What follows belongs to an exercise in optimizing a design on an open flow for small area; a production flow would make more cautious choices. At most, simulation tests tie the RTL to the original design; equivalence was not proved. No activity file was given, so power comes from the tool's default toggle rates.

// MouseHandler
module MouseHandler(clk,rst,ps2_c_in,ps2_d_in,ps2_c_oe,ps2_d_oe,ps2_d_out,XMouseVGA,YMouseVGA,Botones);
For scale: ~30 I/O pins, roughly 2800 µm² of cells after synthesis.
==> module MouseHandler, before the edit <==
module MouseHandler(clk,rst,ps2_c_in,ps2_d_in,ps2_c_oe,ps2_d_oe,ps2_d_out,XMouseVGA,YMouseVGA,Botones);
input clk, rst;
input ps2_c_in, ps2_d_in;
output ps2_c_oe, ps2_d_oe, ps2_d_out;
output reg [9:0] XMouseVGA, YMouseVGA;
output reg [2:0] Botones;
reg fb;
reg [2:0] frun;
reg edge_c;
wire fsat = (frun == 3'd0);
wire all1 = fb & fsat;
wire all0 = ~fb & fsat;
wire fall_edge = edge_c & all0;
always @(posedge clk or posedge rst)
	if (rst) begin
		fb <= 1'b0;
		frun <= 3'd0;
		edge_c <= 1'b0;
	end else begin
		fb <= ps2_c_in;
		if (ps2_c_in != fb)
			frun <= 3'b001;
		else
			frun <= {frun[1:0], (~frun[2] & frun[1]) | (frun[2] & ~frun[1] & frun[0])};
		edge_c <= all1 | (edge_c & ~all0);
	end
reg go, s1, s2, s3;
wire tx_idle = ~(s1 | s2 | s3);
assign ps2_c_oe = s1;
assign ps2_d_oe = s2;
reg [3:0] cuenta;
wire trama = (cuenta == 4'd10);
localparam [15:0] LFSR_A = 16'h5d4b;
localparam [15:0] LFSR_B = 16'h5e0f;
localparam [15:0] LFSR_T = 16'hfbd0;
reg [15:0] tmr;
wire hit = (tmr == LFSR_T);
wire done = go & tx_idle;
wire tmr_load = ~go | (s2 & fall_edge & trama);
wire tmr_step = s1 | s3 | (s2 & fall_edge);
wire lfsr_fb = tmr[0] ^ tmr[3] ^ tmr[4] ^ tmr[5];
wire shift_x, shift_y;
wire [15:0] tmr_next = tmr_load ? (go ? LFSR_B : LFSR_A) :
	{done ? ps2_d_in : lfsr_fb, tmr[15:9], done ? ps2_d_in : tmr[8], tmr[7:1]};
always @(posedge clk) begin
	if (tmr_load | tmr_step | shift_x)
		tmr[7:0] <= tmr_next[7:0];
	if (tmr_load | tmr_step | shift_y)
		tmr[15:8] <= tmr_next[15:8];
end
assign ps2_d_out = tmr[0];
wire [7:0] dx = tmr[7:0];
wire [7:0] dy = tmr[15:8];
always @(posedge clk or posedge rst)
	if (rst) begin
		go <= 1'b0;
		s1 <= 1'b0;
		s2 <= 1'b0;
		s3 <= 1'b0;
	end else begin
		go <= 1'b1;
		s1 <= ~go | (s1 & ~hit);
		s2 <= (s1 & hit) | (s2 & ~(fall_edge & trama));
		s3 <= (s2 & fall_edge & trama) | (s3 & ~hit);
	end
localparam R0 = 3'd0, R1 = 3'd1, R2 = 3'd2, R3 = 3'd3, R4 = 3'd4;
reg [2:0] rxs;
wire rx_start = ~ps2_d_in & ps2_c_in & tx_idle;
wire clr_bits = (rxs == R0) & tx_idle;
wire shift = (rxs == R2) & ~trama;
wire rx_done = (rxs == R4);
always @(posedge clk or posedge rst)
	if (rst)
		rxs <= R0;
	else
		case (rxs)
			R0: rxs <= rx_start ? R1 : R0;
			R1: rxs <= fall_edge ? R2 : R1;
			R2: rxs <= R3;
			R3: rxs <= trama ? R4 : R1;
			default: rxs <= R0;
		endcase
always @(posedge clk)
	if (clr_bits)
		cuenta <= 4'd0;
	else
		cuenta <= cuenta ^ {&{cuenta[2:0], fall_edge}, &{cuenta[1:0], fall_edge}, cuenta[0] & fall_edge, fall_edge};
reg [1:0] nbyte;
wire listo = nbyte[1] & ~nbyte[0];
wire slot0 = ~nbyte[1] & ~nbyte[0];
wire slot1 = ~nbyte[1] & nbyte[0];
wire slot2 = nbyte[1] & nbyte[0];
always @(posedge clk or posedge rst)
	if (rst)
		nbyte <= 2'b00;
	else begin
		nbyte[0] <= rx_done ? ~nbyte[1] : nbyte[0];
		nbyte[1] <= nbyte[0] & (rx_done | nbyte[1]);
	end
reg [5:0] st;    
assign shift_x = done & shift & slot1;
assign shift_y = done & shift & slot2;
always @(posedge clk) begin
	if (shift & slot0 & ~cuenta[3])
		st <= {ps2_d_in, st[5:1]};
end
wire [9:0] nx = ~XMouseVGA;
wire [9:0] ny = ~YMouseVGA;
wire [9:0] gdx = {10{listo}} & {{2{st[4]}}, dx};
wire [9:0] gdy = {10{listo}} & {{2{st[5]}}, dy};
reg [9:0] xn, yn;
reg cx, cy;
integer i;
always @* begin
	cx = 1'b0; cy = 1'b0;
	for (i = 0; i < 10; i = i + 1) begin
		xn[i] = nx[i] ^ gdx[i] ^ cx;
		cx = (nx[i] & gdx[i]) | (nx[i] & cx) | (gdx[i] & cx);
		yn[i] = ny[i] ^ gdy[i] ^ cy;
		cy = (ny[i] & gdy[i]) | (ny[i] & cy) | (gdy[i] & cy);
	end
end
always @(posedge clk or posedge rst)
	if (rst) begin
		XMouseVGA <= 10'b0;
		YMouseVGA <= 10'b0;
	end else begin
		XMouseVGA <= ~xn;
		YMouseVGA <= ~yn;
	end
always @(posedge clk or posedge rst)
	if (rst)
		Botones <= 3'b0;
	else if (listo)
		Botones <= st[2:0];
endmodule
export LEC_CHECK = 0
export CAP_MARGIN = 20
export CORE_MARGIN = 2
export CORE_UTILIZATION = 60
export SLEW_MARGIN = 20
create_clock -name core_clock -period 10.0 [get_ports {clk}]
standard.sh (not shown) runs the stock make flow with config.mk's settings and CLKGATE_MAP_FILE= SYNTH_SCRIPT=/design/flow/synth_recipe.tcl, a recipe that flattens the netlist after the stock synthesis.
==> flow/flow/run.sh <==
#!/bin/bash
# The standard layout with these changes:
#  * after the standard synthesis, the combinational logic is re-mapped by
#    ABC for area (flip-flops, adder and tie cells kept as they are), the
#    result is proven equivalent to the standard netlist, and combinational
#    cells are set to their smallest drive strength;
#  * port buffers use the smallest buffer cell (sky130_fd_sc_hd__buf_1);
#  * clock tree built from clkbuf_4 without dummy loads.
set -euo pipefail
export PATH=$PATH:/OpenROAD-flow-scripts/tools/install/yosys/bin
export BUFFER_PORTS_ARGS="-buffer_cell sky130_fd_sc_hd__buf_1"
export CTS_ARGS="-sink_clustering_enable -repair_clock_nets -dont_use_dummy_load -buf_list sky130_fd_sc_hd__clkbuf_4"
R=$PWD/orfs/results/$FLOW_PLATFORM/MouseHandler/base
LIB=$FLOW_HOME/platforms/$FLOW_PLATFORM/lib/sky130_fd_sc_hd__tt_025C_1v80.lib
bash standard.sh $R/1_2_yosys.v > synth_flow.log 2>&1
cp $R/1_2_yosys.v standard_synth.v
bash flow/reabc.sh $R/1_2_yosys.v $LIB > reabc.log 2>&1
python3 flow/downsize.py $R/1_2_yosys.v $LIB > downsize.log 2>&1
bash flow/eqcheck.sh standard_synth.v $R/1_2_yosys.v $LIB > eqcheck.log 2>&1
bash standard.sh finish > standard_flow.log 2>&1
Other scripts of this flow, unchanged in this note and not shown: flow/flow/downsize.py, flow/flow/eqcheck.sh, flow/flow/reabc.sh
The first run produced a clean layout.
Rerun with:
--- a/flow/design.v
+++ b/flow/design.v
@@ -1,11 +1,11 @@
 `timescale 1ns / 1ps
 module MouseHandler(clk,rst,ps2_c_in,ps2_d_in,ps2_c_oe,ps2_d_oe,ps2_d_out,XMouseVGA,YMouseVGA,Botones);
 input clk, rst;
 input ps2_c_in, ps2_d_in;
 output ps2_c_oe, ps2_d_oe, ps2_d_out;
-output reg [9:0] XMouseVGA, YMouseVGA;
+output [9:0] XMouseVGA, YMouseVGA;
 output reg [2:0] Botones;
 reg fb;
 reg [2:0] frun;
 reg edge_c;
 wire fsat = (frun == 3'd0);
@@ -103,12 +103,13 @@
 assign shift_y = done & shift & slot2;
 always @(posedge clk) begin
 	if (shift & slot0 & ~cuenta[3])
 		st <= {ps2_d_in, st[5:1]};
 end
-wire [9:0] nx = ~XMouseVGA;
-wire [9:0] ny = ~YMouseVGA;
+reg [9:0] nx, ny;
+assign XMouseVGA = ~nx;
+assign YMouseVGA = ~ny;
 wire [9:0] gdx = {10{listo}} & {{2{st[4]}}, dx};
 wire [9:0] gdy = {10{listo}} & {{2{st[5]}}, dy};
 reg [9:0] xn, yn;
 reg cx, cy;
 integer i;
@@ -121,15 +122,15 @@
 		cy = (ny[i] & gdy[i]) | (ny[i] & cy) | (gdy[i] & cy);
 	end
 end
 always @(posedge clk or posedge rst)
 	if (rst) begin
-		XMouseVGA <= 10'b0;
-		YMouseVGA <= 10'b0;
+		nx <= 10'h3ff;
+		ny <= 10'h3ff;
 	end else begin
-		XMouseVGA <= ~xn;
-		YMouseVGA <= ~yn;
+		nx <= xn;
+		ny <= yn;
 	end
 always @(posedge clk or posedge rst)
 	if (rst)
 		Botones <= 3'b0;
 	else if (listo)
After rerunning: The changed run finished clean; synthesized cell count falls by about 2.7%; critical path depth came out lower by 1; count of clock-buffer cells in the layout does not change; non-clock buffer count went down by 1; worst setup slack loses 0.28 ns; total power falls by about 4.4%; wire length came out higher by 1.2%; via count fell by about 2.5%; final area is about the same; flip-flop and latch count does not change; hold slack gains 0.046 ns; combinational power drops by about 25%; global-route usage drops by 0.30 points; clock skew fell by 0.0065 ns.
Function not checked in the first run of this note: the RTL went through the layout flow alone.

-- what the ideal ports hide --
The results above use ideal ports. As a check the final layouts listed here were re-extracted and re-timed, cells and wires unchanged.
Step 1: set_driving_cell puts a clkbuf_16 on clk and a buf_2 on each other input, an assumption about the parent block.
Step 2 adds t to the input delays and takes it off the output delays; t is the mean of the earliest and latest rising clock arrival at the registers after step 1. Input paths then give back, and output paths get back, about the clock's delay inside the block.
Three values: ideal, step 1, step 2; two values: the first two.
run	shift t [ns]	slack for setup (ns)	hold WS [ns]
the first run	0.406	5.591 / 5.591 / 5.591	0.418 / 0.418 / 0.418
the second run	0.404	5.310 / 5.310 / 5.310	0.465 / 0.465 / 0.465
After both steps every run listed still meets setup and hold.
